Source: an optimization exercise on an open RTL-to-GDS flow (aim: small area). Production flows keep margins and buffers that such runs may drop. Only simulation tests tie the RTL to the original design; equivalence was not proved. No activity file was given, so power comes from the tool's default toggle rates.

==> flow/design.v, too long to show whole: its modules and the start of the top module <==
// module c7bifu_imd: 46 lines
// module decoder: 709 lines
// module c7bifu_dec: 3499 lines
// module c7bifu: 195 lines
module c7bifu (
   input              clk,
   input              resetn,
   output [31:0]      ifu_icu_addr_ic1,
   output             ifu_icu_req_ic1,
   input              icu_ifu_ack_ic1,
   input              icu_ifu_data_valid_ic2,
   input  [63:0]      icu_ifu_data_ic2,
   input              exu_ifu_except,
   input  [31:0]      exu_ifu_isr_addr,
   input              exu_ifu_branch,
   input  [31:0]      exu_ifu_brn_addr,
   input              exu_ifu_ertn,
   input  [31:0]      exu_ifu_ert_addr,
   input              exu_ifu_stall,
   output             ifu_exu_vld_d,
   output [31:0]      ifu_exu_pc_d,
   output [4:0]       ifu_exu_rs1_d,
   output [4:0]       ifu_exu_rs2_d,
   output [4:0]       ifu_exu_rd_d,
   output             ifu_exu_wen_d,
   output [31:0]      ifu_exu_imm_shifted_d,
   output             ifu_exu_alu_vld_d,
   output [5:0]       ifu_exu_alu_op_d,  
   output             ifu_exu_alu_a_pc_d, 
   output [31:0]      ifu_exu_alu_c_d,
   output             ifu_exu_alu_double_word_d,
   output             ifu_exu_alu_b_imm_d,
   output             ifu_exu_lsu_vld_d,
   output [6:0]       ifu_exu_lsu_op_d,  
   output             ifu_exu_lsu_double_read_d,
   output             ifu_exu_bru_vld_d,
   output [3:0]       ifu_exu_bru_op_d,  
   output [31:0]      ifu_exu_bru_offset_d,
   output             ifu_exu_mul_vld_d,
   output             ifu_exu_mul_signed_d,
   output             ifu_exu_mul_double_d,
   output             ifu_exu_mul_hi_d,
   output             ifu_exu_mul_short_d,
   output             ifu_exu_csr_vld_d,
   output [13:0]      ifu_exu_csr_raddr_d,  
   output             ifu_exu_csr_xchg_d,
   output             ifu_exu_csr_wen_d,
   output [13:0]      ifu_exu_csr_waddr_d,  
   output             ifu_exu_ertn_vld_d,
   output             ifu_exu_exc_vld_d,
   output [5:0]       ifu_exu_exc_code_d
);
  // ...
==> flow/flow/run.sh <==
#!/bin/bash
# Standard layout, except that the port buffers use the smallest buffer cell.
set -euo pipefail
export BUFFER_PORTS_ARGS="-buffer_cell sky130_fd_sc_hd__buf_1"
bash standard.sh > standard.log 2>&1
==> flow/standard.sh <==
#!/bin/bash
# synth_recipe.tcl (not shown) runs the flow's synth.tcl, then flattens the netlist and writes it again
# the make line also repeats each setting of config.mk as NAME=value (left out here)
make -C /OpenROAD-flow-scripts/flow DESIGN_CONFIG=/design/flow/config.mk WORK_HOME=/design/flow/orfs CLKGATE_MAP_FILE= SYNTH_SCRIPT=/design/flow/synth_recipe.tcl "${@:-finish}"
==> flow/config.mk <==
export PLATFORM = sky130hd
export DESIGN_NAME = c7bifu
export DESIGN_NICKNAME = c7bifu
export VERILOG_FILES = /design/flow/design.v
export SDC_FILE = /design/flow/constraint.sdc
export NUM_CORES = 4
export LEC_CHECK = 0
export CAP_MARGIN = 20
export CORE_MARGIN = 2
export CORE_UTILIZATION = 40
export SLEW_MARGIN = 20
==> flow/constraint.sdc <==
create_clock -name core_clock -period 12.0 [get_ports {clk}]
set_input_delay 2.4000 -clock core_clock [delete_from_list [all_inputs] [get_ports {clk}]]
set_output_delay 2.4000 -clock core_clock [all_outputs]
set_load 0.01 [all_outputs]
==> impl_results.md, run 1 <==
* Outcome: no timing/DRC/antenna violations
* Layout cells sized above 1 at 8.185%
* Layout area overhead at 15.72%
* First-pass GRT wire length at 78110 um
* Highest routed layer: met4
* H-tree depth at 1
* # Post-CTS Setup Buffers at 0
* Setup crit start kind: register
* DR vias at 12980
* Die height at 188.8 um
* R2R setup slack at 7.56 ns
* Top fanout value on the critical path at 22
* ClkCell Share at 4.494%
* DRC at 0
* Cell with the most instances after synthesis: edfxtp_1
* DP Worst Slack at 3.636 ns
* Worst-path clk slew at 0.06 ns
* Ys Warns at 1
* P_clk at 0.000670 W
* Average wire per standard cell at 24.93 um
* Synth area leader: edfxtp_1
* Critical Path, Cell by Cell: buf_4 -> inv_1 -> ha_1 -> buf_4 -> and4b_1 -> nand4_1 -> o21ai_0 -> nor4_1 -> a31oi_1 -> o21ai_0 -> o21ai_0 -> inv_1 -> ha_1 -> nor3_1 -> nor4b_4 -> or2_2 -> a22o_1 -> buf_1
* Final WL at 53200 um
* Simple-Gate Fraction of Synth Area at 17.16%
* Global Route Usage Sum at 28.82%
* Multi-input gate area at 6734 um^2
* Initial antenna violation count at 0
* Reg power frac at 47.1%
* Sequential cell area share at 36.88%
* P_comb at 0.000299 W
* Maximum clock rate at 116.9 MHz
* Routability congestion estimate at 0.9845
* Tmin final at 8.553 ns
* Post-CTS Hold Buffers at 0
* DP HPWL at 39300 um
* Row cnt at 67
* Max clock buf depth at 3
* Top cells by count, synth: edfxtp_1 (161), nand2_1 (108), nor2_1 (102)
* Worst path buffer plus inverter count at 5
* Share of the clock period used by the worst path at 71.28%
* Final setup fails at 0
* Final setup TNS at 0 ns
* Yosys reg bits at 209
* Pin count of the biggest net entering global routing at 67
* Nets at 1875
==> run 2: changes to the inputs <==
==> flow/run.sh (new file) <==
#!/bin/bash
# synth_recipe.tcl (not shown) runs the flow's synth.tcl, then flattens the netlist and writes it again
# the make line also repeats each setting of config.mk as NAME=value (left out here)
make -C /OpenROAD-flow-scripts/flow DESIGN_CONFIG=/design/flow/config.mk WORK_HOME=/design/flow/orfs CLKGATE_MAP_FILE= SYNTH_SCRIPT=/design/flow/synth_recipe.tcl finish
removed: flow/flow/run.sh
removed: flow/standard.sh
==> impl_results.md, run 2 <==
* Outcome: no timing/DRC/antenna violations (unchanged)
* Tightest Hold Check Type: register to register (unchanged)
* Post-CTS Hold Buffers at 0 (unchanged)
* Post-route cell area at 18310 um^2 (was 15810 um^2)
* Tmin final at 9.407 ns (was 8.553 ns)
* Max clock buf depth at 3 (unchanged)
* Synth cell types at 87 (unchanged)
* Via-to-Cell Ratio at 6.036 (was 6.084)
* Share of the clock period used by the worst path at 78.39% (was 71.28%)
* WP data arrival at 7.01 ns (was 6.15 ns)
* Vias in the first global route at 12300 (was 11990)
* Commonest non-fill, non-tap cell in the layout: clkdlybuf4s50_1 (was buf_1)
* GRT overflow at 0 (unchanged)
* Yosys reg bits at 209 (unchanged)
* Post-synth EDFFs at 161 (unchanged)
* Post-Synthesis Cells at 1369 (unchanged)
* DP HPWL at 41420 um (was 39300 um)
* 1st-iter DRT viols at 1755 (was 1864)
* Row cnt at 67 (unchanged)
* Worst-skew pair later-pin latency at 0.50 ns (was 0.51 ns)
* Syn avg cell area at 9.981 um^2 (unchanged)
* First-pass GRT wire length at 81690 um (was 78110 um)
* Max Slew Vio Count at 0 (unchanged)
* Port Buffers at 398 (unchanged)
* Routability congestion estimate at 1.005 (was 0.9845)
* Diode count at 0 (unchanged)
* Async S/R FF share, synth at 3.349% (unchanged)
* CORE AREA at 33620 um^2 (unchanged)
* Final setup fails at 0 (unchanged)
* RSZ-0062 raised after global routing: false (unchanged)
* Global Route Usage Sum at 30.21% (was 28.82%)
* CTS Buf Count at 23 (unchanged)
* Ys Warns at 1 (unchanged)
* Maximum clock rate at 106.3 MHz (was 116.9 MHz)
* Synth top area share at 35.38% (unchanged)
* Slew of the pin with the lowest slew margin at 1.013 ns (was 1.009 ns)
* Commonest non-fill, non-tap cells in the layout: clkdlybuf4s50_1 (398), edfxtp_1 (161), nand2_1 (106) (was buf_1 (398), edfxtp_1 (161), nand2_1 (106))
* Top fanout value on the critical path at 22 (unchanged)
* Largest regs: blk0: 64 flops, blk1: 64 flops, inst_d: 32 flops (unchanged)
* Synthesized area at 13660 um^2 (unchanged)
* Synth area leaders: edfxtp_1 (35%), dfxtp_1 (6.0%), mux4_2 (5.3%), buf_4 (4.5%), ha_1 (3.1%) (unchanged)
* Fin. Hold Viols at 0 (unchanged)
* Layout area overhead at 34.02% (was 15.72%)
* Leakage at 6.551 nW (was 5.501 nW)
* Max VDD drop at 0.1391 mV (was 0.1312 mV)
* Average wire per standard cell at 26.24 um (was 24.93 um)
* Top cells by count, synth: edfxtp_1 (161), nand2_1 (108), nor2_1 (102) (unchanged)
* H-tree depth at 1 (unchanged)
* Clock skew at 0.006576 ns (was 0.01494 ns)
* Final WL at 55970 um (was 53200 um)
* Pwr Density at 105.4 nW/um^2 (was 115.7 nW/um^2)
* Pin count of the biggest net entering global routing at 67 (unchanged)
* Routed Antenna Nets at 0 (unchanged)
* Cell with the most instances after synthesis: edfxtp_1 (unchanged)
* Final setup TNS at 0 ns (unchanged)
* Fillers at 3039 (was 3291)
* Setup crit start kind: register (unchanged)
* Layout cells sized above 1 at 8.427% (was 8.185%)
* Nets at 1873 (was 1875)
* Ys flop type: edfxtp_1 (unchanged)
* Sequential area share after synthesis at 42.67% (unchanged)
* Post-CTS sizing at 0 (unchanged)
* DRC at 0 (unchanged)
* Clock Sinks at 209 (unchanged)
* Placed cell area at 17580 um^2 (was 15090 um^2)
* CP endpoint kind: primary output (unchanged)
* Initial antenna violation count at 0 (unchanged)
* Synth area leader: edfxtp_1 (unchanged)
* DR vias at 12880 (was 12980)
* Worst-path clk slew at 0.06 ns (about the same)
* Starting Density at 40.65% (unchanged)
* Req. time, crit path at 9.60 ns (about the same)
* Die width at 188.8 um (unchanged)
* # Post-CTS Setup Buffers at 0 (unchanged)
* Critical path class: register to primary output (unchanged)
* Die area at 35650 um^2 (unchanged)
* CTS root buf: clkbuf_16 (unchanged)
* Slew margin rel. at 32.22% (was 32.51%)
* Detailed Routing Iterations Pass 1 at 6 (was 8)
* Die height at 188.8 um (unchanged)
* Max-Cap Viols at 0 (unchanged)
* R2R setup slack at 7.50 ns (was 7.56 ns)
* Clock tree from TritonCTS: done (unchanged)
* Boundary Pins at 414 (unchanged)
run 2: cell types whose count changed in the layout (fill, tap and decap cells not counted), moves of 2 or more:
cell             change
clkinv_2             +3
buf_1              -398
clkdlybuf4s50_1    +398
clkbuf_1             +2
nor4b_2              +2
clkinv_1             -4
nor4b_1              -2
clkinvlp_4           +3
run 2: worst max-delay path, stage by stage (launching register included):
cell             delay [ns]
edfxtp_1               0.85
inv_1                  0.40
ha_1                   0.31
buf_4                  0.23
and4b_1                0.26
nand4_1                0.39
o21ai_0                0.23
nor4_1                 0.81
a31oi_1                0.16
o21ai_0                0.27
o21ai_0                0.25
inv_1                  0.19
ha_1                   0.26
nor3_1                 0.43
nor4b_4                0.51
or2_2                  0.24
a22o_1                 0.16
clkdlybuf4s50_1        0.53
run 2: final timing paths:
path                                            end            startpoint  cells after the start
worst max register to register     pf_q[31]$_DFF_P_   rd_q[0]$_DFFE_PN0P_                     11
min in group asynchronous        skip_q$_DFFE_PN0P_                resetn                      1
worst max-delay path             ifu_exu_alu_c_d[8]  inst_d[22]$_DFFE_PN_                     17
worst min register to register      pf_q[2]$_DFF_P_       pf_q[2]$_DFF_P_                      2
worst min-delay path                pf_q[2]$_DFF_P_       pf_q[2]$_DFF_P_                      2
max in group asynchronous       rd_q[0]$_DFFE_PN0P_                resetn                      1
run 2: per-stage QoR:
stage / hold WS [ns] / std cells / worst slack (ns) / power [W] / util [%]
CTS: 0.4958 / 2133 / 2.705 / 0.001941 / 54.43
finish: 0.4899 / 2133 / 2.593 / 0.001930 / 54.48
global route: 0.5485 / 2133 / 2.310 / 0.002006 / 54.48
floorplan: 0.4827 / 1377 / 4.614 / 0.001053 / -
detailed placement: 0.4881 / 2092 / 2.761 / 0.001269 / 52.30
global placement: 0.4735 / 2092 / 2.788 / 0.001266 / 52.30
run 2: area by class of cell:
cell class              count  area, um^2  share of cell area (%)
repair buffers            437        4277                   23.35
multi-input cells         951        6751                   36.87
well taps                 448       560.5                   3.061
inverters                  47       176.4                  0.9634
clock buffers              28       594.3                   3.245
clock inverters            13       121.4                  0.6627
flip-flops and latches    209        5832                   31.85
run 2: report_power, final:
group          internal, W  switching (W)  total, W
logic             0.000198       0.000199  0.000398
registers         0.000825      0.0000367  0.000862
clock network     0.000395       0.000275  0.000671
run 2: kinds of logic after synthesis:
group | Yosys count | share of synthesized area (%)
and+or+nand+nor | 458 | 17.16
AOI/OAI and AO/OA | 333 | 17.42
buffers and inverters | 217 | 8.342
DFF | 209 | 42.67
xor gates and xnor gates | 64 | 4.212
muxes | 51 | 6.767
adders and majority gates | 36 | 3.406
other | 1 | 0.02744
run 2: metal layers:
metal  track usage (%)  routed length (um)  up-vias
met2             46.58               24790      728
met5                 0                   0        -
met3             6.258                5187      149
li1                  -                   -     5748
met4             9.946                2140        0
met1             42.44               23850     6250
==> run 3: changes to the inputs <==
==> flow/flow/run.sh (new file) <==
#!/bin/bash
# Standard layout, except: port buffers use the smallest buffer cell, and the
# clock tree uses small clock buffers and no dummy loads.
set -euo pipefail
export BUFFER_PORTS_ARGS="-buffer_cell sky130_fd_sc_hd__buf_1"
export CTS_ARGS="-sink_clustering_enable -repair_clock_nets -buf_list {sky130_fd_sc_hd__clkbuf_4 sky130_fd_sc_hd__clkbuf_8} -dont_use_dummy_load"
bash standard.sh > standard.log 2>&1
==> flow/standard.sh (new file) <==
#!/bin/bash
# synth_recipe.tcl (not shown) runs the flow's synth.tcl, then flattens the netlist and writes it again
# the make line also repeats each setting of config.mk as NAME=value (left out here)
make -C /OpenROAD-flow-scripts/flow DESIGN_CONFIG=/design/flow/config.mk WORK_HOME=/design/flow/orfs CLKGATE_MAP_FILE= SYNTH_SCRIPT=/design/flow/synth_recipe.tcl "${@:-finish}"
removed: flow/run.sh
==> impl_results.md, run 3 <==
* WP data arrival at 6.14 ns (was 7.01 ns)
* Syn avg cell area at 9.981 um^2 (unchanged)
* Synth area leaders: edfxtp_1 (35%), dfxtp_1 (6.0%), mux4_2 (5.3%), buf_4 (4.5%), ha_1 (3.1%) (unchanged)
* Layout Cells excl Fill at 2131 (was 2133)
* 1st-iter DRT viols at 1869 (was 1755)
* Max-Cap Viols at 0 (unchanged)
* Routed Antenna Nets at 0 (unchanged)
* Slew of the pin with the lowest slew margin at 1.002 ns (was 1.013 ns)
* Top cells by count, synth: edfxtp_1 (161), nand2_1 (108), nor2_1 (102) (unchanged)
* Synth top area share at 35.38% (unchanged)
* Boundary Pins at 414 (unchanged)
* First-pass GRT wire length at 78230 um (was 81690 um)
* Share of the clock period used by the worst path at 71.18% (was 78.39%)
* Post-Synthesis Cells at 1369 (unchanged)
* Die height at 188.8 um (unchanged)
* Post-synth EDFFs at 161 (unchanged)
* Clock tree from TritonCTS: done (unchanged)
* Layout area overhead at 14.25% (was 34.02%)
* CTS root buf: clkbuf_8 (was clkbuf_16)
* Row cnt at 67 (unchanged)
* Ys flop type: edfxtp_1 (unchanged)
* Sequential area share after synthesis at 42.67% (unchanged)
* H-tree depth at 2 (was 1)
* Tightest Hold Check Type: register to register (unchanged)
* Diode count at 0 (unchanged)
* Synthesized area at 13660 um^2 (unchanged)
* Fillers at 3307 (was 3039)
* M1 GR Usage at 41.50% (was 42.44%)
* Max VDD drop at 0.09077 mV (was 0.1391 mV)
* Commonest non-fill, non-tap cell in the layout: buf_1 (was clkdlybuf4s50_1)
* CP endpoint kind: primary output (unchanged)
* Global Route Usage Sum at 28.98% (was 30.21%)
* DRC at 0 (unchanged)
* Grt met2 use at 43.16% (was 46.58%)
* Critical path class: register to primary output (unchanged)
* Routability congestion estimate at 0.9845 (was 1.005)
* Pin count of the biggest net entering global routing at 67 (unchanged)
* Initial antenna violation count at 0 (unchanged)
* Hold WS at 0.4933 ns (was 0.4899 ns)
* Layout cells sized above 1 at 8.616% (was 8.427%)
* Synth area leader: edfxtp_1 (unchanged)
* Maximum clock rate at 117.1 MHz (was 106.3 MHz)
* GR Util met3 at 6.277% (was 6.258%)
* Setup crit start kind: register (unchanged)
* Via-to-Cell Ratio at 6.122 (was 6.036)
* RSZ-0062 raised after global routing: false (unchanged)
* Worst-skew pair later-pin latency at 0.54 ns (was 0.50 ns)
* Starting Density at 40.65% (unchanged)
* Fin. Hold Viols at 0 (unchanged)
* Post-CTS sizing at 0 (unchanged)
* Tmin final at 8.541 ns (was 9.407 ns)
* Worst r2r src: rd_q[0]$_DFFE_PN0P_ (unchanged)
* Largest regs: blk0: 64 flops, blk1: 64 flops, inst_d: 32 flops (unchanged)
* Critical Path Start: inst_d[22]$_DFFE_PN_ (unchanged)
* Nets at 1889 (was 1873)
* Detailed Routing Iterations Pass 1 at 7 (was 6)
* # Post-CTS Setup Buffers at 0 (unchanged)
* Slew margin rel. at 33.00% (was 32.22%)
* Average wire per standard cell at 25.03 um (was 26.24 um)
* Top fanout value on the critical path at 22 (unchanged)
* Req. time, crit path at 9.60 ns (about the same)
* Grt peak-use layer: met2 (unchanged)
* Yosys reg bits at 209 (unchanged)
* Worst-path clk slew at 0.05 ns (was 0.06 ns)
* Max clock buf depth at 3 (unchanged)
* R2R setup slack at 7.57 ns (was 7.50 ns)
* GRT overflow at 0 (unchanged)
* Final WL at 53330 um (was 55970 um)
* Final setup TNS at 0 ns (unchanged)
* Async S/R FF share, synth at 3.349% (unchanged)
* DP HPWL at 39300 um (was 41420 um)
* Placed Instances at 2093 (was 2092)
* Leakage at 5.427 nW (was 6.551 nW)
* Clock Sinks at 209 (unchanged)
* PnR Total Power at 0.001681 W (was 0.001930 W)
* Reg2Reg Depth at 11 (unchanged)
* Outcome: no timing/DRC/antenna violations (unchanged)
* Pwr Density at 107.7 nW/um^2 (was 105.4 nW/um^2)
* Clock skew at 0.07285 ns (was 0.006576 ns)
* CORE AREA at 33620 um^2 (unchanged)
* Worst r2r dst: pf_q[31]$_DFF_P_ (unchanged)
* Commonest non-fill, non-tap cells in the layout: buf_1 (398), edfxtp_1 (161), nand2_1 (106) (was clkdlybuf4s50_1 (398), edfxtp_1 (161), nand2_1 (106))
* DR vias at 13050 (was 12880)
* Post-CTS Hold Buffers at 0 (unchanged)
* Final setup fails at 0 (unchanged)
* Critical Path End: ifu_exu_alu_c_d[7] (was ifu_exu_alu_c_d[8])
* Vias in the first global route at 12020 (was 12300)
* Port Buffers at 398 (unchanged)
* Die width at 188.8 um (unchanged)
* Die area at 35650 um^2 (unchanged)
* Ys Warns at 1 (unchanged)
* Max Slew Vio Count at 0 (unchanged)
* CTS Buf Count at 37 (was 23)
* Synth cell types at 87 (unchanged)
* Cell with the most instances after synthesis: edfxtp_1 (unchanged)
run 3: cell count changes in the layout (fill, tap and decap cells not counted), sizes merged:
cell           before  now
bufinv              2    0
clkinvlp            4    0
clkinv              7    0
buf                39  438
clkbuf             28   38
clkdlybuf4s50     398    0
run 3: metrics by stage:
| step | cell area, um^2 | utilization (%) | setup WS [ns] |
|---|---|---|---|
| final | 15610 | 46.44 | 3.459 |
| after global routing | 15610 | 46.44 | 3.158 |
| after CTS | 15600 | 46.42 | 3.510 |
| after detailed placement | 15090 | 44.90 | 3.636 |
| after global placement | 15090 | 44.90 | 3.627 |
| after floorplan | 13690 | - | 4.614 |
run 3: logic make-up after synthesis:
kind of cell,after synthesis,synth area share (%)
and+or+nand+nor,458,17.16
AOI/OAI and AO/OA,333,17.42
buffers and inverters,217,8.342
DFF,209,42.67
xor gates and xnor gates,64,4.212
muxes,51,6.767
adders and majority gates,36,3.406
other,1,0.02744
run 3: report_power, final:
group          internal (W)  switching, W
clock network      0.000271      0.000249
registers          0.000826     0.0000359
logic              0.000104      0.000195
run 3: area by class of cell:
type,instances,area (um^2),area share [%]
clock buffers,37,509.2,3.262
inverters,47,176.4,1.130
multi-input cells,951,6734,43.14
well taps,448,560.5,3.591
flip-flops and latches,209,5832,37.36
repair buffers,439,1799,11.53
run 3: worst min-delay path by stage:
| stage | startpoint | endpoint | depth (start not counted) |
|---|---|---|---|
| after floorplan | age1[1]$_SDFF_PP0_ | age1[1]$_SDFF_PP0_ | 2 |
| after global placement | pf_q[2]$_DFF_P_ | pf_q[2]$_DFF_P_ | 2 |
| after detailed placement | pf_q[2]$_DFF_P_ | pf_q[2]$_DFF_P_ | 2 |
| after CTS | pf_q[2]$_DFF_P_ | pf_q[2]$_DFF_P_ | 2 |
| after global routing | pf_q[2]$_DFF_P_ | pf_q[2]$_DFF_P_ | 2 |
| final | pf_q[2]$_DFF_P_ | pf_q[2]$_DFF_P_ | 2 |
run 3: critical path, cell delays in order, from the launching register on:
cell	delay [ns]
edfxtp_1	0.33
buf_4	0.26
inv_1	0.26
ha_1	0.27
buf_4	0.22
and4b_1	0.27
nand4_1	0.38
o21ai_0	0.21
nor4_1	0.79
a31oi_1	0.17
o21ai_0	0.34
o21ai_0	0.27
inv_1	0.18
ha_1	0.26
nor3_1	0.44
nor4b_4	0.49
or2_2	0.24
a22o_1	0.13
buf_1	0.15
run 3: routing by layer:
layer,up-vias,wire [um]
met5,-,0
met4,0,1846
met3,133,5774
met2,914,23350
met1,6252,22360
li1,5747,-
==> run 4: changes to the inputs <==
==> flow/flow/run.sh (replaced) <==
#!/bin/bash
# Layout flow: the standard synthesis, then an area-oriented re-mapping of
# the combinational logic (registers untouched), then the standard layout with
# the smallest buffer cell on the ports and a clock tree of small buffers.
set -euo pipefail
RES=orfs/results/sky130hd/c7bifu/base
LIB=$FLOW_HOME/platforms/sky130hd/lib/sky130_fd_sc_hd__tt_025C_1v80.lib

bash standard.sh synth > synth.log 2>&1

cp $RES/1_2_yosys.v $RES/1_2_yosys.std.v
DONT_USE=$(grep -oE 'cell \("sky130_fd_sc_hd__(lpflow|probe)[a-z0-9_]*' $LIB | sed 's/cell ("/-dont_use /' | tr '\n' ' ')
sed -e "s#@LIB@#$LIB#g" -e "s#@DONT_USE@#$DONT_USE#g" -e "s#@IN@#$RES/1_2_yosys.std.v#g" \
    -e "s#@OUT@#$RES/1_2_yosys.v#g" -e "s#@ABC@#flow/remap.abc#g" flow/remap.ys.in > remap.ys
yosys -l remap.log -q remap.ys > /dev/null

export BUFFER_PORTS_ARGS="-buffer_cell sky130_fd_sc_hd__buf_1"
export CTS_ARGS="-sink_clustering_enable -repair_clock_nets -buf_list {sky130_fd_sc_hd__clkbuf_8} -sink_clustering_size 18 -sink_clustering_max_diameter 80 -dont_use_dummy_load"
bash standard.sh > layout.log 2>&1
==> flow/flow/remap.abc (new file) <==
strash
&get -n
&deepsyn -T 120
&put
&get -n
&st
&dch
&nf -R 1000
&put
==> flow/flow/remap.ys.in (new file) <==
# Re-map the combinational cells of the standard synthesis for area.
# Registers (and the tie cell) stay as they are, with their names.
read_liberty -ignore_miss_func -overwrite @LIB@
read_verilog @IN@
hierarchy -top c7bifu
blackbox sky130_fd_sc_hd__dfrtp_1 sky130_fd_sc_hd__dfxtp_1 sky130_fd_sc_hd__edfxtp_1 sky130_fd_sc_hd__conb_1
flatten
opt_clean
abc -liberty @LIB@ @DONT_USE@ -script @ABC@
opt_clean -purge
hilomap -singleton -hicell sky130_fd_sc_hd__conb_1 HI -locell sky130_fd_sc_hd__conb_1 LO
insbuf -buf sky130_fd_sc_hd__buf_4 A X
splitnets
opt_clean -purge
stat -liberty @LIB@
write_verilog -noattr -nohex -nodec @OUT@
--- a/flow/config.mk
+++ b/flow/config.mk
@@ -8,4 +8,5 @@
 export CAP_MARGIN = 20
 export CORE_MARGIN = 2
 export CORE_UTILIZATION = 40
+export GPL_TIMING_DRIVEN = 0
 export SLEW_MARGIN = 20
==> impl_results.md, run 4 <==
* Final Core Density at 49.38% (was 46.44%)
* DP Worst Slack at 2.838 ns (was 3.636 ns)
* Layout cells sized above 1 at 7.638% (was 8.616%)
* Worst-path clk slew at 0.12 ns (was 0.05 ns)
* CP max-delay cell: nor3_2 (was nor4_1)
* Worst-skew pair later-pin latency at 0.52 ns (was 0.54 ns)
* Max VDD drop at 0.08229 mV (was 0.09077 mV)
* Nets at 1872 (was 1889)
* Internal Power at 0.001015 W (was 0.001201 W)
* Pwr Density at 95.78 nW/um^2 (was 107.7 nW/um^2)
* Clock Sinks at 209 (unchanged)
* First-pass GRT wire length at 67410 um (was 78230 um)
* Worst path buffer plus inverter count at 1 (was 5)
* Clock skew at 0.03187 ns (was 0.07285 ns)
* Largest regs: blk0: 64 flops, blk1: 64 flops, inst_d: 32 flops (unchanged)
* CTS root buf: clkbuf_8 (unchanged)
* Syn avg cell area at 9.487 um^2 (was 9.981 um^2)
* Logic pwr share at 15.6% (was 17.8%)
* Die height at 177.1 um (was 188.8 um)
* Post-CTS Hold Buffers at 0 (unchanged)
* Maximum clock rate at 105.4 MHz (was 117.1 MHz)
* RSZ-0062 raised after global routing: false (unchanged)
* Net switching power at 0.0003833 W (was 0.0004802 W)
* CORE AREA at 29560 um^2 (was 33620 um^2)
* Die width at 177.1 um (was 188.8 um)
* GRT overflow at 0 (unchanged)
* CP peak stage delay at 0.54 ns (was 0.79 ns)
* Reg power frac at 60.9% (was 51.3%)
* Fillers at 2911 (was 3307)
* Max-Cap Viols at 0 (unchanged)
* H-tree depth at 1 (was 2)
* Slew of the pin with the lowest slew margin at 1.164 ns (was 1.002 ns)
* CP endpoint kind: primary output (unchanged)
* Max Slew Vio Count at 0 (unchanged)
* Post-Synthesis Cells at 1264 (was 1369)
* Clock power share at 23.5% (was 31.0%)
* # Post-CTS Setup Buffers at 0 (unchanged)
* 1st-iter DRT viols at 1559 (was 1869)
* Leakage at 5.054 nW (was 5.427 nW)
* Detailed Routing Iterations Pass 1 at 8 (was 7)
* Clock tree from TritonCTS: done (unchanged)
* DP HPWL at 35300 um (was 39300 um)
* Routed Antenna Nets at 0 (unchanged)
* Starting Density at 40.57% (was 40.65%)
* WP data arrival at 7.09 ns (was 6.14 ns)
* Row cnt at 63 (was 67)
* Final worst setup slack at 2.514 ns (was 3.459 ns)
* Diode count at 0 (unchanged)
* Routability congestion estimate at 0.9638 (was 0.9845)
* Synthesized area at 11990 um^2 (was 13660 um^2)
* Top fanout value on the critical path at 11 (was 22)
* Req. time, crit path at 9.60 ns (about the same)
* Final WL at 47160 um (was 53330 um)
* Final setup TNS at 0 ns (unchanged)
* Die area at 31380 um^2 (was 35650 um^2)
* Pin count of the biggest net entering global routing at 42 (was 67)
* Tightest Hold Check Type: register to register (unchanged)
* Layout area overhead at 21.73% (was 14.25%)
* Setup crit start kind: register (unchanged)
* Global Route Usage Sum at 28.18% (was 28.98%)
* Tmin final at 9.486 ns (was 8.541 ns)
* CP delay by family, top: simple AND/OR/NAND/NOR gates (unchanged)
* Sw frac at 27.41% (was 28.56%)
* DR vias at 12480 (was 13050)
* DRC at 0 (unchanged)
* Vias in the first global route at 11050 (was 12020)
* Initial antenna violation count at 0 (unchanged)
* Port Buffers at 398 (unchanged)
* Final setup fails at 0 (unchanged)
* CTS Buf Count at 15 (was 37)
* Critical path class: register to primary output (unchanged)
* Boundary Pins at 414 (unchanged)
* Fin. Hold Viols at 0 (unchanged)
* Max clock buf depth at 3 (unchanged)
* Ys Warns at 1 (unchanged)
* Post-CTS sizing at 0 (unchanged)
* Slew margin rel. at 22.37% (was 33.00%)
* Most common cell on crit path: and3_1 (was o21ai_0)
* Average wire per standard cell at 22.54 um (was 25.03 um)
* Via-to-Cell Ratio at 5.967 (was 6.122)
* Share of the clock period used by the worst path at 79.05% (was 71.18%)
* Outcome: no timing/DRC/antenna violations (unchanged)
* Commonest non-fill, non-tap cells in the layout: buf_1 (395), nand2_1 (190), edfxtp_1 (161) (was buf_1 (398), edfxtp_1 (161), nand2_1 (106))
* Commonest non-fill, non-tap cell in the layout: buf_1 (unchanged)
## run 4: power groups by stage
stage               Clock [W]  Sequential [W]  Combinational (W)
floorplan                   0        0.000859           0.000119
global placement            0        0.000872           0.000204
detailed placement          0        0.000868           0.000215
CTS                  0.000343        0.000852           0.000216
global route         0.000366        0.000857           0.000237
finish               0.000329        0.000852           0.000218
## run 4: cell type report
class                           count  area [um^2]  share of cell area, %
Sequential cell                   209         5831                  39.94
Multi-Input combinational cell    953         5557                  38.06
Timing Repair Buffer              415         1803                  12.35
Buffer                             80        600.6                  4.114
Tap cell                          390        488.0                  3.343
Clock buffer                       15        206.4                  1.414
Inverter                           30        112.6                 0.7714
## run 4: per-stage QoR
stage,total power [W],cells,area [um^2],hold slack (ns)
detailed placement,0.001083,2076,14370,0.4478
global placement,0.001076,2060,14000,0.4354
CTS,0.001410,2091,14580,0.4709
global route,0.001461,2092,14600,0.4957
floorplan,0.0009780,1272,12020,0.4532
finish,0.001398,2092,14600,0.4661
## run 4: worst paths after layout
path | from | endpoint | slack, ns | cells after the start
min in group asynchronous | resetn | rd_q[2]$_DFFE_PN0P_ | 1.85 | 1
worst max-delay path | rd_q[1]$_DFFE_PN0P_ | ifu_icu_addr_ic1[31] | 2.51 | 25
worst min-delay path | pf_q[2]$_DFF_P_ | pf_q[2]$_DFF_P_ | 0.47 | 2
max in group asynchronous | resetn | rd_q[0]$_DFFE_PN0P_ | 9.73 | 1
worst min register to register | pf_q[2]$_DFF_P_ | pf_q[2]$_DFF_P_ | 0.47 | 2
worst max register to register | rd_q[1]$_DFFE_PN0P_ | pf_q[31]$_DFF_P_ | 5.50 | 24
## run 4: worst min-delay path: stages, from the launching register on
cell and delay (ns):
dfxtp_1 0.32, nand2_1 0.05, nand2_1 0.06
## run 4: routing by layer
layer  vias to the layer above  GRT usage [%]  share of wire (%)
met1                      5886          39.47                 42
met5                         -              0                  0
li1                       5722              -                  -
met3                        95          5.090                9.9
met2                       781          43.04                 44
met4                         0          11.33                3.8
==> run 5: changes to the inputs <==
--- a/flow/config.mk
+++ b/flow/config.mk
@@ -7,6 +7,5 @@
 export LEC_CHECK = 0
 export CAP_MARGIN = 20
 export CORE_MARGIN = 2
-export CORE_UTILIZATION = 40
-export GPL_TIMING_DRIVEN = 0
+export CORE_UTILIZATION = 60
 export SLEW_MARGIN = 20
==> impl_results.md, run 5 <==
* Tightest Hold Check Type: register to register (unchanged)
* Outcome: no timing/DRC/antenna violations (unchanged)
* Pwr Density at 104.5 nW/um^2 (was 95.78 nW/um^2)
* Die area at 21050 um^2 (was 31380 um^2)
* Critical Path, Cell by Cell: nor4_1 -> and2_0 -> nand2_1 -> or3_1 -> nor4_1 -> buf_4 -> nand2_1 -> or3_1 -> nand4_1 -> or3_1 -> o21ai_0 -> a221oi_1 -> o21ai_0 -> buf_4 -> xnor2_1 -> nand2_1 -> nor3_1 -> or2_0 -> a22o_1 -> buf_1
* Logic pwr share at 17.6% (was 15.6%)
* Slew margin rel. at 29.60% (was 22.37%)
* Pin count of the biggest net entering global routing at 68 (was 42)
* Final WL at 43220 um (was 47160 um)
* Sw frac at 28.34% (was 27.41%)
* Max-Cap Viols at 0 (unchanged)
* CP peak stage delay at 0.78 ns (was 0.54 ns)
* CTS root buf: clkbuf_8 (unchanged)
* DR vias at 12500 (was 12480)
* Largest regs: blk0: 64 flops, blk1: 64 flops, inst_d: 32 flops (unchanged)
* RSZ-0062 raised after global routing: false (unchanged)
* HP Start: pf_q[2]$_DFF_P_ (unchanged)
* Initial antenna violation count at 0 (unchanged)
* Maximum clock rate at 108.2 MHz (was 105.4 MHz)
* Clock tree from TritonCTS: done (unchanged)
* WP data arrival at 6.84 ns (was 7.09 ns)
* 1st-iter DRT viols at 1881 (was 1559)
* Die height at 145.1 um (was 177.1 um)
* CTS Buf Count at 15 (unchanged)
* DRC at 0 (unchanged)
* Ys Warns at 1 (unchanged)
* Clock Sinks at 209 (unchanged)
* Worst-path clk slew at 0.11 ns (was 0.12 ns)
* Post-CTS sizing at 0 (unchanged)
* Vias in the first global route at 11590 (was 11050)
* Average wire per standard cell at 23.09 um (was 22.54 um)
* CORE AREA at 19530 um^2 (was 29560 um^2)
* H-tree depth at 1 (unchanged)
* Via-to-Cell Ratio at 6.675 (was 5.967)
* Critical path class: register to primary output (unchanged)
* PnR Total Power at 0.001427 W (was 0.001398 W)
* Hold WS at 0.4894 ns (was 0.4661 ns)
* Max Slew Vio Count at 0 (unchanged)
* Top fanout value on the critical path at 11 (unchanged)
* Req. time, crit path at 9.60 ns (about the same)
* Row cnt at 51 (was 63)
* Max VDD drop at 0.1284 mV (was 0.08229 mV)
* Commonest non-fill, non-tap cells in the layout: buf_1 (398), nand2_1 (175), edfxtp_1 (161) (was buf_1 (395), nand2_1 (190), edfxtp_1 (161))
* # Post-CTS Setup Buffers at 0 (unchanged)
* Max clock buf depth at 3 (unchanged)
* Post-Synthesis Cells at 1235 (was 1264)
* Port Buffers at 398 (unchanged)
* Fin. Hold Viols at 0 (unchanged)
* Global Route Usage Sum at 39.08% (was 28.18%)
* Tmin final at 9.245 ns (was 9.486 ns)
* Syn avg cell area at 9.668 um^2 (was 9.487 um^2)
* Routed Antenna Nets at 0 (unchanged)
* DP Worst Slack at 3.551 ns (was 2.838 ns)
* Die width at 145.1 um (was 177.1 um)
* Slew of the pin with the lowest slew margin at 1.056 ns (was 1.164 ns)
* GRT overflow at 0 (unchanged)
* Clock power share at 22.4% (was 23.5%)
* Synthesized area at 11940 um^2 (was 11990 um^2)
* Final setup TNS at 0 ns (unchanged)
* Worst r2r src: rd_q[1]$_DFFE_PN0P_ (unchanged)
* Worst path buffer plus inverter count at 3 (was 1)
* Diode count at 0 (unchanged)
* Detailed Routing Iterations Pass 1 at 10 (was 8)
* Starting Density at 61.15% (was 40.57%)
* CP delay by family, top: simple AND/OR/NAND/NOR gates (unchanged)
* CP max-delay cell: nor4_1 (was nor3_2)
* Post-CTS Hold Buffers at 0 (unchanged)
* Routability congestion estimate at 0.9702 (was 0.9638)
* Nets at 1777 (was 1872)
* Final setup fails at 0 (unchanged)
* Commonest non-fill, non-tap cell in the layout: buf_1 (unchanged)
* Internal Power at 0.001023 W (was 0.001015 W)
* Critical Path Start: inst_d[29]$_DFFE_PN_ (was rd_q[1]$_DFFE_PN0P_)
* Share of the clock period used by the worst path at 77.04% (was 79.05%)
* Layout area overhead at 14.35% (was 21.73%)
* Final worst setup slack at 2.755 ns (was 2.514 ns)
* Setup crit start kind: register (unchanged)
* Worst-skew pair later-pin latency at 0.49 ns (was 0.52 ns)
* Reg power frac at 59.9% (was 60.9%)
* Layout cells sized above 1 at 3.236% (was 7.638%)
* Leakage at 4.765 nW (was 5.054 nW)
* First-pass GRT wire length at 65470 um (was 67410 um)
* Clock skew at 0.01443 ns (was 0.03187 ns)
* CP endpoint kind: primary output (unchanged)
* Boundary Pins at 414 (unchanged)
* DP HPWL at 30350 um (was 35300 um)
* Net switching power at 0.0004044 W (was 0.0003833 W)
[run 5: tightest hold or removal path, stage by stage (launching register included)]
cell	delay, ns
dfxtp_1	0.31
nand3_1	0.07
nand2_1	0.06
[run 5: per-stage QoR]
stage	cell area [um^2]	std cells	utilization, %
2_1_floorplan	11970	1243	-
3_3_place_gp	13450	1857	68.86
3_5_place_dp	13450	1857	68.86
4_1_cts	13650	1872	69.92
5_1_grt	13650	1872	69.92
6_report	13650	1872	69.92
[run 5: routing by layer]
layer  track usage (%)  wire length, um  part of all wire [%]
met1             50.85            15780                    37
met2             64.88            20650                    48
met3             7.704             4969                    11
met4             15.29             1816                   4.2
met5                 0                0                     0
[run 5: power groups by stage]
| stage | Clock [W] | Sequential (W) | Combinational, W |
|---|---|---|---|
| 2_1_floorplan | 0 | 0.000867 | 0.000149 |
| 3_3_place_gp | 0 | 0.000865 | 0.000237 |
| 3_5_place_dp | 0 | 0.000870 | 0.000244 |
| 4_1_cts | 0.000322 | 0.000854 | 0.000247 |
| 5_1_grt | 0.000343 | 0.000859 | 0.000271 |
| 6_report | 0.000320 | 0.000855 | 0.000252 |
[run 5: final timing paths]
| path | endpoint | depth (start not counted) | slack [ns] |
|---|---|---|---|
| max | ifu_exu_alu_c_d[10] | 20 | 2.76 |
| min | pf_q[2]$_DFF_P_ | 2 | 0.49 |
| max reg2reg | pf_q[31]$_DFF_P_ | 24 | 5.89 |
| min reg2reg | pf_q[2]$_DFF_P_ | 2 | 0.49 |
| max in group asynchronous | wr_q[1]$_DFFE_PN0P_ | 1 | 9.74 |
| min in group asynchronous | skip_q$_DFFE_PN0P_ | 1 | 1.87 |
[run 5: final cells by class]
class,instances,area [um^2]
fillers,1510,5873
repair buffers,429,1727
multi-input cells,933,5479
inverters,21,78.83
clock buffers,15,206.4
well taps,265,331.6
flip-flops and latches,209,5831
==> run 6: changes to the inputs <==
==> flow/config.mk (replaced) <==
export PLATFORM = sky130hd
export DESIGN_NAME = c7bifu
export DESIGN_NICKNAME = c7bifu
export VERILOG_FILES = /design/flow/design.v
export SDC_FILE = /design/flow/constraint.sdc
export NUM_CORES = 4
export LEC_CHECK = 0
export CAP_MARGIN = 5
export CORE_MARGIN = 2
export CORE_UTILIZATION = 40
export SLEW_MARGIN = 5
==> impl_results.md, run 6 <==
* H-tree depth at 1 (unchanged)
* Max-Cap Viols at 0 (unchanged)
* Max Slew Vio Count at 0 (unchanged)
* Fillers at 2955 (was 1510)
* Reg2Reg Depth at 25 (was 24)
* Average wire per standard cell at 22.48 um (was 23.09 um)
* Worst r2r src: rd_q[1]$_DFFE_PN0P_ (unchanged)
* Clock tree from TritonCTS: done (unchanged)
* Max VDD drop at 0.1088 mV (was 0.1284 mV)
* Commonest non-fill, non-tap cells in the layout: buf_1 (398), nand2_1 (190), edfxtp_1 (161) (was buf_1 (398), nand2_1 (175), edfxtp_1 (161))
* # Post-CTS Setup Buffers at 0 (unchanged)
* Starting Density at 40.57% (was 61.15%)
* Largest regs: blk0: 64 flops, blk1: 64 flops, inst_d: 32 flops (unchanged)
* Clock power share at 23.9% (was 22.4%)
* Slew of the pin with the lowest slew margin at 1.176 ns (was 1.056 ns)
* Row cnt at 63 (was 51)
* Sw frac at 27.00% (was 28.34%)
* Post-CTS Hold Buffers at 0 (unchanged)
* Pwr Density at 99.66 nW/um^2 (was 104.5 nW/um^2)
* Commonest non-fill, non-tap cell in the layout: buf_1 (unchanged)
* Post-CTS sizing at 0 (unchanged)
* Clock skew at 0.04368 ns (was 0.01443 ns)
* Tmin final at 9.228 ns (was 9.245 ns)
* CP endpoint kind: primary output (unchanged)
* Share of the clock period used by the worst path at 76.90% (was 77.04%)
* WP data arrival at 6.83 ns (was 6.84 ns)
* Critical path class: register to primary output (unchanged)
* 1st-iter DRT viols at 1407 (was 1881)
* Pin count of the biggest net entering global routing at 70 (was 68)
* Worst-skew pair later-pin latency at 0.52 ns (was 0.49 ns)
* Nets at 1808 (was 1777)
* First-pass GRT wire length at 66790 um (was 65470 um)
* Req. time, crit path at 9.60 ns (about the same)
* Via-to-Cell Ratio at 6.004 (was 6.675)
* CTS root buf: clkbuf_8 (unchanged)
* Tightest Hold Check Type: register to register (unchanged)
* Synthesized area at 11990 um^2 (was 11940 um^2)
* Logic pwr share at 15.1% (was 17.6%)
* Port Buffers at 398 (unchanged)
* Net switching power at 0.0003737 W (was 0.0004044 W)
* Outcome: no timing/DRC/antenna violations (unchanged)
* Die area at 31380 um^2 (was 21050 um^2)
* Layout Cells excl Fill at 2028 (was 1872)
* Slew margin rel. at 20.64% (was 29.60%)
* Final WL at 45590 um (was 43220 um)
* Boundary Pins at 414 (unchanged)
* DR vias at 12180 (was 12500)
* Die width at 177.1 um (was 145.1 um)
* Vias in the first global route at 10910 (was 11590)
* Final setup fails at 0 (unchanged)
* Post-Synthesis Cells at 1264 (was 1235)
* Clock Sinks at 209 (unchanged)
* R2R setup slack at 5.74 ns (was 5.89 ns)
* Leakage at 4.661 nW (was 4.765 nW)
* Setup crit start kind: register (unchanged)
* Critical Path Start: rd_q[1]$_DFFE_PN0P_ (was inst_d[29]$_DFFE_PN_)
* GRT overflow at 0 (unchanged)
* Detailed Routing Iterations Pass 1 at 7 (was 10)
* Critical Path End: ifu_icu_addr_ic1[31] (was ifu_exu_alu_c_d[10])
* Reg power frac at 61.0% (was 59.9%)
* Initial antenna violation count at 0 (unchanged)
* Diode count at 0 (unchanged)
* Syn avg cell area at 9.487 um^2 (was 9.668 um^2)
* Maximum clock rate at 108.4 MHz (was 108.2 MHz)
* DRC at 0 (unchanged)
* Internal Power at 0.001010 W (was 0.001023 W)
* CTS Buf Count at 16 (was 15)
* Hold depth at 2 (unchanged)
* Top fanout value on the critical path at 11 (unchanged)
* Worst-path clk slew at 0.11 ns (about the same)
* Max clock buf depth at 3 (unchanged)
* Routability congestion estimate at 0.9831 (was 0.9702)
* Routed Antenna Nets at 0 (unchanged)
* Die height at 177.1 um (was 145.1 um)
* Worst r2r dst: pf_q[31]$_DFF_P_ (unchanged)
* DP HPWL at 33130 um (was 30350 um)
* Fin. Hold Viols at 0 (unchanged)
* Placed Instances at 2012 (was 1857)
* Hold WS at 0.4676 ns (was 0.4894 ns)
* Global Route Usage Sum at 27.75% (was 39.08%)
* Layout cells sized above 1 at 3.358% (was 3.236%)
* RSZ-0062 raised after global routing: false (unchanged)
* CORE AREA at 29560 um^2 (was 19530 um^2)
* Final setup TNS at 0 ns (unchanged)
* Layout area overhead at 15.82% (was 14.35%)
* Ys Warns at 1 (unchanged)
run 6: changes by cell type in the layout (fill, tap and decap cells not counted), sizes merged, moves of 6 or more:
cell,delta
and2,-7
nor3,-11
clkinv,+9
nand2,+15
mux2,-6
a22oi,-6
nand3,+9
a21oi,+13
o22ai,-8
a21o,-7
nand2b,-18
nor2,+13
o31ai,+8
run 6: worst min path at each step:
stage	from	endpoint	slack [ns]
2_1_floorplan	wr_q[1]$_DFFE_PN0P_	wr_q[1]$_DFFE_PN0P_	0.45
3_3_place_gp	pf_q[2]$_DFF_P_	pf_q[2]$_DFF_P_	0.43
3_5_place_dp	pf_q[2]$_DFF_P_	pf_q[2]$_DFF_P_	0.45
4_1_cts	pf_q[2]$_DFF_P_	pf_q[2]$_DFF_P_	0.47
5_1_grt	pf_q[2]$_DFF_P_	pf_q[2]$_DFF_P_	0.49
6_report	pf_q[2]$_DFF_P_	pf_q[2]$_DFF_P_	0.47
run 6: per-layer routing:
metal | wire length [um] | global-route usage (%) | vias up | share of wire [%]
met5 | 0 | 0 | - | 0
met4 | 1394 | 9.022 | 0 | 3.1
met3 | 4188 | 3.952 | 80 | 9.2
met2 | 20420 | 42.98 | 715 | 45
met1 | 19590 | 39.91 | 5787 | 43
li1 | - | - | 5594 | -
run 6: critical path, cell delays in order, from the launching register on:
cell and delay, ns:
dfrtp_1 0.46, nand2b_1 0.20, a211oi_1 0.30, a21oi_1 0.13, nor3_1 0.16, buf_4 0.20, and3_1 0.22, and2_0 0.26
and3_1 0.25, and2_0 0.26, and3_1 0.24, and2_0 0.25, and3_1 0.23, and2_0 0.24, and3_1 0.23, and2_0 0.27
and3_1 0.24, and2_0 0.27, and3_1 0.24, and2_0 0.27, and3_1 0.26, and3_1 0.28, and3_1 0.25, nand2_1 0.08
xor2_1 0.14, o21ai_0 0.22, buf_1 0.19
run 6: per-stage QoR:
step / instance area (um^2) / setup WS, ns / utilization, % / power [W]
detailed placement: 13660 / 3.473 / 46.22 / 0.001068
floorplan: 12020 / 4.024 / - / 0.0009780
CTS: 13880 / 2.878 / 46.96 / 0.001397
global placement: 13660 / 3.633 / 46.22 / 0.001066
global route: 13890 / 2.147 / 46.98 / 0.001450
finish: 13890 / 2.772 / 46.98 / 0.001384
run 6: power by group through the flow:
stage / logic, W / clock network (W) / registers (W)
2_1_floorplan: 0.000119 / 0 / 0.000859
3_3_place_gp: 0.000207 / 0 / 0.000859
3_5_place_dp: 0.000207 / 0 / 0.000861
4_1_cts: 0.000208 / 0.000345 / 0.000844
5_1_grt: 0.000229 / 0.000372 / 0.000850
6_report: 0.000209 / 0.000330 / 0.000844
run 6: final cells by class:
class	instances	area, um^2	share of cell area [%]
Sequential cell	209	5831	41.98
Timing Repair Buffer	430	1734	12.49
Inverter	30	112.6	0.8108
Multi-Input combinational cell	953	5503	39.62
Clock buffer	16	220.2	1.586
Tap cell	390	488.0	3.514
==> module c7bifu, before the edit <==
module c7bifu (
   input              clk,
   input              resetn,
   output [31:0]      ifu_icu_addr_ic1,
   output             ifu_icu_req_ic1,
   input              icu_ifu_ack_ic1,
   input              icu_ifu_data_valid_ic2,
   input  [63:0]      icu_ifu_data_ic2,
   input              exu_ifu_except,
   input  [31:0]      exu_ifu_isr_addr,
   input              exu_ifu_branch,
   input  [31:0]      exu_ifu_brn_addr,
   input              exu_ifu_ertn,
   input  [31:0]      exu_ifu_ert_addr,
   input              exu_ifu_stall,
   output             ifu_exu_vld_d,
   output [31:0]      ifu_exu_pc_d,
   output [4:0]       ifu_exu_rs1_d,
   output [4:0]       ifu_exu_rs2_d,
   output [4:0]       ifu_exu_rd_d,
   output             ifu_exu_wen_d,
   output [31:0]      ifu_exu_imm_shifted_d,
   output             ifu_exu_alu_vld_d,
   output [5:0]       ifu_exu_alu_op_d,  
   output             ifu_exu_alu_a_pc_d, 
   output [31:0]      ifu_exu_alu_c_d,
   output             ifu_exu_alu_double_word_d,
   output             ifu_exu_alu_b_imm_d,
   output             ifu_exu_lsu_vld_d,
   output [6:0]       ifu_exu_lsu_op_d,  
   output             ifu_exu_lsu_double_read_d,
   output             ifu_exu_bru_vld_d,
   output [3:0]       ifu_exu_bru_op_d,  
   output [31:0]      ifu_exu_bru_offset_d,
   output             ifu_exu_mul_vld_d,
   output             ifu_exu_mul_signed_d,
   output             ifu_exu_mul_double_d,
   output             ifu_exu_mul_hi_d,
   output             ifu_exu_mul_short_d,
   output             ifu_exu_csr_vld_d,
   output [13:0]      ifu_exu_csr_raddr_d,  
   output             ifu_exu_csr_xchg_d,
   output             ifu_exu_csr_wen_d,
   output [13:0]      ifu_exu_csr_waddr_d,  
   output             ifu_exu_ertn_vld_d,
   output             ifu_exu_exc_vld_d,
   output [5:0]       ifu_exu_exc_code_d
);
   wire flush = exu_ifu_except | exu_ifu_branch | exu_ifu_ertn;
   wire stall = exu_ifu_stall;
   reg  req_q;          
   reg  d_stall_q;      
   reg  cancel_q;       
   reg  rsync_q;        
   wire iq_full;
   wire init     = ~rsync_q;
   wire stall_pf = req_q | (d_stall_q & ~flush) | iq_full;
   wire pf_inc   = ~stall_pf & ~flush & ~init;
   wire icu_req  = ((~req_q & ~d_stall_q) | flush) & ~iq_full;
   always @(posedge clk) begin
      if (!resetn) begin
         req_q     <= 1'b0;
         d_stall_q <= 1'b0;
         cancel_q  <= 1'b0;
         rsync_q   <= 1'b0;
      end else begin
         req_q     <= ~icu_ifu_ack_ic1 & (icu_req | req_q);
         d_stall_q <= (d_stall_q & ~icu_ifu_data_valid_ic2) | icu_ifu_ack_ic1;
         if (icu_ifu_data_valid_ic2)
            cancel_q <= 1'b0;
         else if (flush)
            cancel_q <= d_stall_q;
         rsync_q   <= 1'b1;
      end
   end
   assign ifu_icu_req_ic1 = req_q;
   reg  [31:2] pf_q;
   wire [31:2] tgt = {30{exu_ifu_branch}} & exu_ifu_brn_addr[31:2] |
                     {30{exu_ifu_except}} & exu_ifu_isr_addr[31:2] |
                     {30{exu_ifu_ertn}}   & exu_ifu_ert_addr[31:2];
   wire [31:3] pf_q_inc = pf_q[31:3] + 29'd1;
   wire [31:2] pf_in = init     ? (30'h07000000 | tgt) :
                       flush    ? tgt :
                       stall_pf ? pf_q : {pf_q_inc, pf_q[2]};
   always @(posedge clk)
      pf_q <= pf_in;
   assign ifu_icu_addr_ic1 = {pf_in, 2'b00};
   wire data_vld = icu_ifu_data_valid_ic2 & ~cancel_q;
   reg  [1:0]  wr_q;        
   reg  [2:0]  rd_q;        
   reg         skip_q;      
   reg         fv_q;        
   reg  [63:0] blk0, blk1;
   reg  [1:0]  age0, age1;
   wire [2:0] count = {wr_q, 1'b0} - rd_q;
   assign iq_full   = (count > 3'd2);
   wire iq_empty    = (count == 3'd0);
   wire stall_iq;
   wire wr_en   = data_vld & ~iq_full;
   wire rd_en   = ~stall_iq & ~iq_empty & ~flush;
   wire skip_wr = wr_en & skip_q & stall_pf;
   always @(posedge clk or negedge resetn) begin
      if (!resetn) begin
         wr_q   <= 2'b0;
         rd_q   <= 3'b0;
         skip_q <= 1'b0;
         fv_q   <= 1'b0;
      end else if (flush) begin
         wr_q   <= 2'b0;
         rd_q   <= 3'b0;
         skip_q <= pf_in[2];
         fv_q   <= 1'b0;
      end else begin
         if (wr_en)
            wr_q <= wr_q + 2'd1;
         if (rd_en | skip_wr)
            rd_q <= rd_q + 3'd1;
         if (~stall_pf | wr_en)
            skip_q <= 1'b0;
         fv_q <= rd_en;
      end
   end
   always @(posedge clk) begin
      if (wr_en & ~wr_q[0]) blk0 <= icu_ifu_data_ic2;
      if (wr_en &  wr_q[0]) blk1 <= icu_ifu_data_ic2;
      age0 <= (wr_en & ~wr_q[0]) ? 2'd0 : age0 + {1'b0, pf_inc};
      age1 <= (wr_en &  wr_q[0]) ? 2'd0 : age1 + {1'b0, pf_inc};
   end
   wire [1:0]  fp     = rd_q[1:0] - 2'd1;
   wire [63:0] f_blk  = fp[1] ? blk1 : blk0;
   wire [31:0] f_inst = fp[0] ? f_blk[63:32] : f_blk[31:0];
   wire [1:0]  f_age  = fp[1] ? age1 : age0;
   reg  [31:0] inst_d;
   reg         half_d;
   reg  [1:0]  age_d;
   reg         vld_d;
   wire        reg_en = ~stall | flush;
   always @(posedge clk) begin
      if (!resetn)
         vld_d <= 1'b0;
      else if (reg_en)
         vld_d <= fv_q & ~flush;
   end
   always @(posedge clk) begin
      if (reg_en) begin
         inst_d <= f_inst;
         half_d <= fp[0];
         age_d  <= f_age + {1'b0, pf_inc};
      end else begin
         age_d  <= age_d + {1'b0, pf_inc};
      end
   end
   assign ifu_exu_pc_d = {pf_q[31:3] - {27'd0, age_d}, half_d, 2'b00};
   assign stall_iq = stall | ifu_exu_csr_vld_d | ifu_exu_lsu_vld_d;
   wire       dec_exc_vld_d;
   wire [5:0] dec_exc_code_d;
   c7bifu_dec u_dec (
      .stall                           (stall),
      .inst_vld_d                      (vld_d),
      .inst_d                          (inst_d),
      .ifu_exu_vld_d                   (ifu_exu_vld_d),
      .ifu_exu_rs1_d                   (ifu_exu_rs1_d),
      .ifu_exu_rs2_d                   (ifu_exu_rs2_d),
      .ifu_exu_rd_d                    (ifu_exu_rd_d),
      .ifu_exu_wen_d                   (ifu_exu_wen_d),
      .ifu_exu_imm_shifted_d           (ifu_exu_imm_shifted_d),
      .ifu_exu_alu_vld_d               (ifu_exu_alu_vld_d),
      .ifu_exu_alu_op_d                (ifu_exu_alu_op_d),
      .ifu_exu_alu_a_pc_d              (ifu_exu_alu_a_pc_d),
      .ifu_exu_alu_c_d                 (ifu_exu_alu_c_d),
      .ifu_exu_alu_double_word_d       (ifu_exu_alu_double_word_d),
      .ifu_exu_alu_b_imm_d             (ifu_exu_alu_b_imm_d),
      .ifu_exu_lsu_vld_d               (ifu_exu_lsu_vld_d),
      .ifu_exu_lsu_op_d                (ifu_exu_lsu_op_d),
      .ifu_exu_lsu_double_read_d       (ifu_exu_lsu_double_read_d),
      .ifu_exu_bru_vld_d               (ifu_exu_bru_vld_d),
      .ifu_exu_bru_op_d                (ifu_exu_bru_op_d),
      .ifu_exu_bru_offset_d            (ifu_exu_bru_offset_d),
      .ifu_exu_mul_vld_d               (ifu_exu_mul_vld_d),
      .ifu_exu_mul_signed_d            (ifu_exu_mul_signed_d),
      .ifu_exu_mul_double_d            (ifu_exu_mul_double_d),
      .ifu_exu_mul_hi_d                (ifu_exu_mul_hi_d),
      .ifu_exu_mul_short_d             (ifu_exu_mul_short_d),
      .ifu_exu_csr_vld_d               (ifu_exu_csr_vld_d),
      .ifu_exu_csr_raddr_d             (ifu_exu_csr_raddr_d),
      .ifu_exu_csr_xchg_d              (ifu_exu_csr_xchg_d),
      .ifu_exu_csr_wen_d               (ifu_exu_csr_wen_d),
      .ifu_exu_csr_waddr_d             (ifu_exu_csr_waddr_d),
      .ifu_exu_ertn_vld_d              (ifu_exu_ertn_vld_d),
      .dec_exc_vld_d                   (dec_exc_vld_d),
      .dec_exc_code_d                  (dec_exc_code_d)
   );
   assign ifu_exu_exc_vld_d = dec_exc_vld_d;
   assign ifu_exu_exc_code_d = dec_exc_code_d;
endmodule
==> run 7: changes to the inputs <==
--- a/flow/design.v
+++ b/flow/design.v
@@ -4345,7 +4345,7 @@
    reg         skip_q;      
    reg         fv_q;        
    reg  [63:0] blk0, blk1;
-   reg  [1:0]  age0, age1;
+   reg         age0, age1;    
    wire [2:0] count = {wr_q, 1'b0} - rd_q;
    assign iq_full   = (count > 3'd2);
    wire iq_empty    = (count == 3'd0);
@@ -4377,13 +4377,13 @@
    always @(posedge clk) begin
       if (wr_en & ~wr_q[0]) blk0 <= icu_ifu_data_ic2;
       if (wr_en &  wr_q[0]) blk1 <= icu_ifu_data_ic2;
-      age0 <= (wr_en & ~wr_q[0]) ? 2'd0 : age0 + {1'b0, pf_inc};
-      age1 <= (wr_en &  wr_q[0]) ? 2'd0 : age1 + {1'b0, pf_inc};
+      age0 <= ~(wr_en & ~wr_q[0]) & (age0 | pf_inc);
+      age1 <= ~(wr_en &  wr_q[0]) & (age1 | pf_inc);
    end
    wire [1:0]  fp     = rd_q[1:0] - 2'd1;
    wire [63:0] f_blk  = fp[1] ? blk1 : blk0;
    wire [31:0] f_inst = fp[0] ? f_blk[63:32] : f_blk[31:0];
-   wire [1:0]  f_age  = fp[1] ? age1 : age0;
+   wire        f_age  = fp[1] ? age1 : age0;
    reg  [31:0] inst_d;
    reg         half_d;
    reg  [1:0]  age_d;
@@ -4399,7 +4399,7 @@
       if (reg_en) begin
          inst_d <= f_inst;
          half_d <= fp[0];
-         age_d  <= f_age + {1'b0, pf_inc};
+         age_d  <= {1'b0, f_age} + {1'b0, pf_inc};
       end else begin
          age_d  <= age_d + {1'b0, pf_inc};
       end
--- a/flow/config.mk
+++ b/flow/config.mk
@@ -7,5 +7,5 @@
 export LEC_CHECK = 0
 export CAP_MARGIN = 5
 export CORE_MARGIN = 2
-export CORE_UTILIZATION = 40
+export CORE_UTILIZATION = 60
 export SLEW_MARGIN = 5
==> impl_results.md, run 7 <==
* Port Buffers at 398 (unchanged)
* Clock tree from TritonCTS: done (unchanged)
* Maximum clock rate at 106.3 MHz (was 108.4 MHz)
* Die area at 20890 um^2 (was 31380 um^2)
* Max clock buf depth at 3 (unchanged)
* # Post-CTS Setup Buffers at 0 (unchanged)
* Clock Sinks at 207 (was 209)
* Post-CTS sizing at 0 (unchanged)
* Die width at 144.5 um (was 177.1 um)
* Row cnt at 51 (was 63)
* DP HPWL at 32380 um (was 33130 um)
* Die height at 144.5 um (was 177.1 um)
* Hold WS at 0.4495 ns (was 0.4676 ns)
* Ys Warns at 1 (unchanged)
* DR vias at 12600 (was 12180)
* Tmin final at 9.411 ns (was 9.228 ns)
* Starting Density at 61.07% (was 40.57%)
* Worst-skew pair later-pin latency at 0.51 ns (was 0.52 ns)
* Nets at 1763 (was 1808)
* Critical path class: register to primary output (unchanged)
* Synthesized area at 11850 um^2 (was 11990 um^2)
* Slew of the pin with the lowest slew margin at 1.139 ns (was 1.176 ns)
* Leakage at 4.757 nW (was 4.661 nW)
* Tightest Hold Check Type: register to register (unchanged)
* Top fanout value on the critical path at 8 (was 11)
* Outcome: no timing/DRC/antenna violations (unchanged)
* Final Core Density at 69.82% (was 46.98%)
* Worst-path clk slew at 0.11 ns (about the same)
* Max VDD drop at 0.1268 mV (was 0.1088 mV)
* Via-to-Cell Ratio at 6.779 (was 6.004)
* Commonest non-fill, non-tap cells in the layout: buf_1 (398), nand2_1 (181), edfxtp_1 (161) (was buf_1 (398), nand2_1 (190), edfxtp_1 (161))
* First-pass GRT wire length at 65430 um (was 66790 um)
* Fin. Hold Viols at 0 (unchanged)
* Initial antenna violation count at 1 (was 0)
* DRC at 0 (unchanged)
* Post-route cell area at 13540 um^2 (was 13890 um^2)
* CTS root buf: clkbuf_8 (unchanged)
* Largest regs: blk0: 64 flops, blk1: 64 flops, inst_d: 32 flops (unchanged)
* Syn avg cell area at 9.679 um^2 (was 9.487 um^2)
* H-tree depth at 1 (unchanged)
* RSZ-0062 raised after global routing: false (unchanged)
* Routed Antenna Nets at 0 (unchanged)
* Req. time, crit path at 9.60 ns (about the same)
* Clock skew at 0.09388 ns (was 0.04368 ns)
* Layout cells sized above 1 at 3.076% (was 3.358%)
* WP data arrival at 7.01 ns (was 6.83 ns)
* Final setup fails at 0 (unchanged)
* Global Route Usage Sum at 41.83% (was 27.75%)
* Setup crit start kind: register (unchanged)
* GRT overflow at 0 (unchanged)
* Share of the clock period used by the worst path at 78.42% (was 76.90%)
* CP endpoint kind: primary output (unchanged)
* Final setup TNS at 0 ns (unchanged)
* Detailed Routing Iterations Pass 1 at 14 (was 7)
* 1st-iter DRT viols at 2155 (was 1407)
* Layout area overhead at 14.32% (was 15.82%)
* Post-CTS Hold Buffers at 0 (unchanged)
* Max-Cap Viols at 0 (unchanged)
* Commonest non-fill, non-tap cell in the layout: buf_1 (unchanged)
* Average wire per standard cell at 24.18 um (was 22.48 um)
* Pwr Density at 103.1 nW/um^2 (was 99.66 nW/um^2)
* CTS Buf Count at 16 (unchanged)
* Pin count of the biggest net entering global routing at 50 (was 70)
* Diode count at 0 (unchanged)
* Post-Synthesis Cells at 1224 (was 1264)
* Placed cell area at 13320 um^2 (was 13660 um^2)
* Routability congestion estimate at 1.063 (was 0.9831)
* Final WL at 44940 um (was 45590 um)
* Vias in the first global route at 11290 (was 10910)
* Max Slew Vio Count at 0 (unchanged)
* Boundary Pins at 414 (unchanged)
* Slew margin rel. at 23.80% (was 20.64%)
* CORE AREA at 19400 um^2 (was 29560 um^2)
[run 7: changes by cell type in the layout (fill, tap and decap cells not counted), sizes merged, moves of 8 or more]
cell / delta
nor2: -20
nand2: -9
nand2b: +8
nand4: -11
clkinv: -10
a21oi: -8
[run 7: final cells by class]
class                           instances  area, um^2
Fill cell                            1523        5854
Sequential cell                       207        5791
Multi-Input combinational cell        925        5430
Timing Repair Buffer                  425        1697
Tap cell                              265       331.6
Clock buffer                           16       220.2
Inverter                               20       75.07
[run 7: per-layer routing]
layer | vias to the layer above | track usage (%) | share of wire (%)
met4 | 2 | 14.36 | 4.0
met3 | 185 | 11.23 | 14
met1 | 5823 | 57.37 | 37
met2 | 1145 | 64.73 | 45
li1 | 5440 | - | -
met5 | - | 0 | 0.020
[run 7: final timing paths]
kind | cells past startpoint | slack, ns | to | start
setup / recovery | 24 | 2.59 | ifu_icu_addr_ic1[31] | rd_q[1]$_DFFE_PN0P_
hold / removal | 2 | 0.45 | age0$_DFF_P_ | age0$_DFF_P_
setup reg to reg | 23 | 5.59 | pf_q[31]$_DFF_P_ | rd_q[1]$_DFFE_PN0P_
hold reg to reg | 2 | 0.45 | age0$_DFF_P_ | age0$_DFF_P_
max in group asynchronous | 1 | 9.73 | rd_q[1]$_DFFE_PN0P_ | resetn
min in group asynchronous | 1 | 1.87 | wr_q[0]$_DFFE_PN0P_ | resetn
[run 7: where the power goes]
part | internal [W] | total [W] | switching (W)
Sequential | 0.000810 | 0.000840 | 0.0000304
Combinational | 0.0000750 | 0.000233 | 0.000158
Clock | 0.000120 | 0.000323 | 0.000203
[run 7: critical path: stages, from the launching register on]
cell	delay, ns
dfrtp_1	0.47
nand2b_1	0.20
a211oi_1	0.30
a21oi_1	0.14
nor3_1	0.54
and4_1	0.37
and3_1	0.22
and2_0	0.26
and3_1	0.24
and2_0	0.27
and3_1	0.24
and2_0	0.26
and3_1	0.23
and2_0	0.26
and3_1	0.24
and2_0	0.25
and3_1	0.24
and2_0	0.27
and3_1	0.33
and3_1	0.30
and3_1	0.26
nand2_1	0.09
xor2_1	0.14
o21ai_0	0.20
buf_1	0.19
[run 7: per-stage QoR]
| step | power [W] | std cells | setup slack [ns] |
|---|---|---|---|
| floorplan | 0.0009812 | 1232 | 4.359 |
| finish | 0.001396 | 1858 | 2.589 |
| CTS | 0.001389 | 1858 | 2.748 |
| detailed placement | 0.001078 | 1842 | 3.312 |
| global route | 0.001442 | 1858 | 2.032 |
| global placement | 0.001071 | 1842 | 3.640 |

[what the ideal ports hide]
The results above use ideal ports. As a check the final layouts listed here were re-extracted and re-timed, cells and wires unchanged.
Step 1, drivers: a clkbuf_16 drives clk and a buf_2 each remaining input, both assumed.
Step 2 adds t to the input delays and takes it off the output delays; t is the mean of the earliest and latest rising clock arrival at the registers after step 1. Input paths then give back, and output paths get back, about the clock's delay inside the block.
a / b / c = no drivers / after step 1 / after step 2; a / b = the first two.
run | t (ns) | setup slack, ns | hold WS [ns] | slew at the worst register clock pin (ns) | worst slew at a driven data input, ns
run 1 | 0.546 | 3.447 / 3.399 / 3.499 | 0.493 / 0.493 / 0.493 | 0.06 / 0.06 | 0.09
run 2 | 0.544 | 2.593 / 2.544 / 2.655 | 0.490 / 0.490 / 0.490 | 0.06 / 0.06 | 0.07
run 3 | 0.543 | 3.459 / 3.416 / 3.471 | 0.493 / 0.493 / 0.493 | 0.06 / 0.06 | 0.08
run 4 | 0.551 | 2.514 / 2.465 / 3.016 | 0.466 / 0.466 / 0.466 | 0.12 / 0.12 | 0.06
run 5 | 0.529 | 2.755 / 2.713 / 3.242 | 0.489 / 0.489 / 0.489 | 0.11 / 0.11 | 0.07
run 6 | 0.543 | 2.772 / 2.724 / 3.267 | 0.468 / 0.468 / 0.468 | 0.12 / 0.12 | 0.06
run 7 | 0.508 | 2.589 / 2.545 / 3.053 | 0.450 / 0.450 / 0.450 | 0.11 / 0.11 | 0.06
After both steps setup and hold are still met in every run listed.
